What follows belongs to an exercise in optimizing a design on an open flow for small area and few clock cycles; a production flow would make more cautious choices.
Where RTL was checked, it was by simulation tests only, not by an equivalence proof against the original.
Power figures rest on the tool's default switching activity, not on a simulated workload.

== job 101 ==
==> module mul_divider, before the edit <==
module mul_divider
#(parameter RM = 2, parameter RD = 2)
(
    input   wire    rst,
    input   wire    clk,
    output  wire    muldiv_int,
                                        input   wire    muldiv_cn_wctrl,
                                        input   wire    muldiv_ar_wctrl,
    output  wire  [7:0] muldiv_br,      input   wire    muldiv_br_wctrl,
    output  wire  [7:0] muldiv_hr,      input   wire    muldiv_hr_wctrl,
    output  wire  [7:0] muldiv_cr,      input   wire    muldiv_cr_wctrl,
    input   wire  [7:0] dbus_wdata
  );
localparam NM = 8/RM;      
localparam ND = 16/RD;     
reg           muldiv_run;
reg           muldiv_f;
reg           muldiv_md;
reg   [1:0]   muldiv_sm;
reg   [7:0]   ar_reg;
reg   [7:0]   br_reg;
reg   [7:0]   hr_reg;
reg   [7:0]   cr_reg;
reg   [2:0]   cnt_reg;
assign  muldiv_br   =br_reg;
assign  muldiv_hr   =hr_reg;
assign  muldiv_cr   =cr_reg;
assign  muldiv_int  = muldiv_f;
wire  [7:0] a0 = muldiv_ar_wctrl ? dbus_wdata : ar_reg;
wire  [7:0] b0 = muldiv_br_wctrl ? dbus_wdata : br_reg;
wire  [7:0] h0 = muldiv_hr_wctrl ? dbus_wdata : hr_reg;
wire        start = (muldiv_cn_wctrl & dbus_wdata[5])
                  | (muldiv_ar_wctrl & (muldiv_sm==2'h1))
                  | (muldiv_br_wctrl & (muldiv_sm==2'h2))
                  | (muldiv_hr_wctrl & (muldiv_sm==2'h3));
wire        md_eff = muldiv_cn_wctrl ? dbus_wdata[3] : muldiv_md;
wire  [7:0]    m_h = start ? 8'h0 : hr_reg;
wire  [7:0]    m_c = start ? a0   : cr_reg;
wire  [RM+7:0] m_s = m_h + m_c[RM-1:0] * b0;
wire  [15:0]   m_next = {m_s, m_c[7:RM]};       
wire           m_last = (NM == 1) | (~start & (cnt_reg == NM-2));
reg   [7:0]  r_rem;
reg   [15:0] r_x;
reg   [8:0]  r_t;
reg   [9:0]  r_d;
integer j;
always @*
begin
  r_rem = start ? 8'h0 : cr_reg;
  r_x   = {h0, b0};
  for (j = 0; j < RD; j = j + 1)
  begin
    r_t   = {r_rem, r_x[15]};
    r_d   = {1'b0, r_t} - {2'b0, a0};
    r_rem = r_d[9] ? r_t[7:0] : r_d[7:0];
    r_x   = {r_x[14:0], ~r_d[9]};
  end
end
wire           d_last = ~start & (cnt_reg == ND-2);
always
@(negedge rst or posedge clk)
begin
  if(~rst)
  begin
    {muldiv_f,muldiv_run,muldiv_md,muldiv_sm}<=5'h0;
    ar_reg <=8'h0;
    br_reg <=8'h0;
    hr_reg <=8'h0;
    cr_reg <=8'h0;
    cnt_reg <=3'h0;
  end
  else
  begin
    if(muldiv_cn_wctrl) {muldiv_f,muldiv_run,muldiv_md,muldiv_sm}<={dbus_wdata[6:5],dbus_wdata[3],dbus_wdata[1:0]};
    if(muldiv_ar_wctrl) ar_reg<=dbus_wdata;
    if(muldiv_br_wctrl) br_reg<=dbus_wdata;
    if(muldiv_hr_wctrl) hr_reg<=dbus_wdata;
    if(muldiv_cr_wctrl) cr_reg<=dbus_wdata;
    if(start | muldiv_run)
    begin
      cnt_reg <= start ? 3'h0 : cnt_reg + 1'b1;
      if(~md_eff)
      begin
        {hr_reg,cr_reg} <= m_next;
        muldiv_f   <= m_last;
        muldiv_run <= ~m_last;
      end
      else
      begin
        {hr_reg,br_reg} <= r_x;
        cr_reg <= r_rem;
        muldiv_f   <= d_last;
        muldiv_run <= ~d_last;
      end
      if(muldiv_cn_wctrl & ~dbus_wdata[5])
      begin
        muldiv_f   <= dbus_wdata[6];
        muldiv_run <= 1'b0;
      end
    end
  end
end
endmodule
Settings: LEC_CHECK=0, ABC_AREA=1, CAP_MARGIN=20, CORE_MARGIN=2, CORE_UTILIZATION=40, GPL_TIMING_DRIVEN=0, SLEW_MARGIN=20; clock period 5.0 ns.
run.sh (not shown) runs the stock make flow with config.mk's settings and CLKGATE_MAP_FILE= SYNTH_SCRIPT=/design/flow/synth_recipe.tcl, a recipe that flattens the netlist after the stock synthesis.
No stage failed in job 101, and the final checks on the layout all came back clean.
Testbench counts of job 101, summed over its fixed seeds: cycles 154,097.
Input-level comparison between job 102 and job 101:
--- a/flow/design.v
+++ b/flow/design.v
@@ -35,28 +35,35 @@
                   | (muldiv_br_wctrl & (muldiv_sm==2'h2))
                   | (muldiv_hr_wctrl & (muldiv_sm==2'h3));
 wire        md_eff = muldiv_cn_wctrl ? dbus_wdata[3] : muldiv_md;
-wire  [7:0]    m_h = start ? 8'h0 : hr_reg;
-wire  [7:0]    m_c = start ? a0   : cr_reg;
-wire  [RM+7:0] m_s = m_h + m_c[RM-1:0] * b0;
-wire  [15:0]   m_next = {m_s, m_c[7:RM]};       
-wire           m_last = (NM == 1) | (~start & (cnt_reg == NM-2));
-reg   [7:0]  r_rem;
-reg   [15:0] r_x;
-reg   [8:0]  r_t;
-reg   [9:0]  r_d;
+wire           sub = md_eff;
+reg   [7:0]  u_h;        
+reg   [7:0]  u_c;        
+reg   [7:0]  u_rem;      
+reg   [15:0] u_x;        
+reg   [8:0]  u_a, u_b;
+reg   [9:0]  u_s;
 integer j;
 always @*
 begin
-  r_rem = start ? 8'h0 : cr_reg;
-  r_x   = {h0, b0};
-  for (j = 0; j < RD; j = j + 1)
+  u_h   = start ? 8'h0 : hr_reg;
+  u_c   = start ? a0   : cr_reg;
+  u_rem = start ? 8'h0 : cr_reg;
+  u_x   = {h0, b0};
+  for (j = 0; j < 2; j = j + 1)
   begin
-    r_t   = {r_rem, r_x[15]};
-    r_d   = {1'b0, r_t} - {2'b0, a0};
-    r_rem = r_d[9] ? r_t[7:0] : r_d[7:0];
-    r_x   = {r_x[14:0], ~r_d[9]};
+    u_a = sub ? {u_rem, u_x[15]} : {1'b0, u_h};
+    u_b = sub ? ~{1'b0, a0}      : {1'b0, b0 & {8{u_c[0]}}};
+    u_s = {1'b0, u_a} + {1'b0, u_b} + {9'h0, sub};
+    u_rem = u_s[9] ? u_s[7:0] : u_a[7:0];
+    u_x   = {u_x[14:0], u_s[9]};
+    u_h   = u_s[8:1];
+    u_c   = {u_s[0], u_c[7:1]};
   end
 end
+wire  [15:0]   m_next = {u_h, u_c};
+wire           m_last = ~start & (cnt_reg == NM-2);
+wire  [7:0]    r_rem = u_rem;
+wire  [15:0]   r_x = u_x;
 wire           d_last = ~start & (cnt_reg == ND-2);
 always
 @(negedge rst or posedge clk)
==> comparison <==
Changes observed in job 102 relative to job 101: global-route wire length before repair has increased; post-route standard cell area excluding fillers has increased; count of clock-buffer cells in the layout has decreased; clock power has decreased; timing-limited maximum frequency has decreased. No stage failed in job 102, and the final checks on the layout all came back clean. Compared with job 101, job 102 shows a instance count of the mapped netlist that is 1.1% higher. [compare] base=job 101 new=job 102: worst setup slack after layout decreased by 0.086 ns relative to the old numbers, shortest clock period the worst path allows after layout rose 0.086 ns, core area went down.
No functional check of the RTL was part of job 102.

[afterwards: timing with drivers on the ports]
In the flow no input, the clock included, has a driving cell. The finished layouts below were timed again as built, in two steps.
Step 1 (the two cells are an assumption about what drives the block):
set clk [get_ports {clk}]
set_driving_cell -lib_cell sky130_fd_sc_hd__clkbuf_16 $clk
set_driving_cell -lib_cell sky130_fd_sc_hd__buf_2 [delete_from_list [all_inputs] $clk]
Step 2 also shifts input and output timing later by t, the mid clock arrival at the registers, as if the neighbouring blocks saw the same clock.
Three values: ideal ports, drivers, drivers and shift; two values: the first two.
run | t (ns) | slack for setup (ns) | worst data-port slew with drivers (ns)
job 101 | 0.326 | 0.250 / 0.250 / -0.076 | 0.04
job 102 | 0.328 | 0.165 / 0.177 / -0.150 | 0.04
With both steps, setup timing fails in job 101 and job 102, where it was met with ideal ports. For job 101, which loses most, drivers alone change the setup slack by 0.000 ns; drivers and shift together by -0.326 ns.
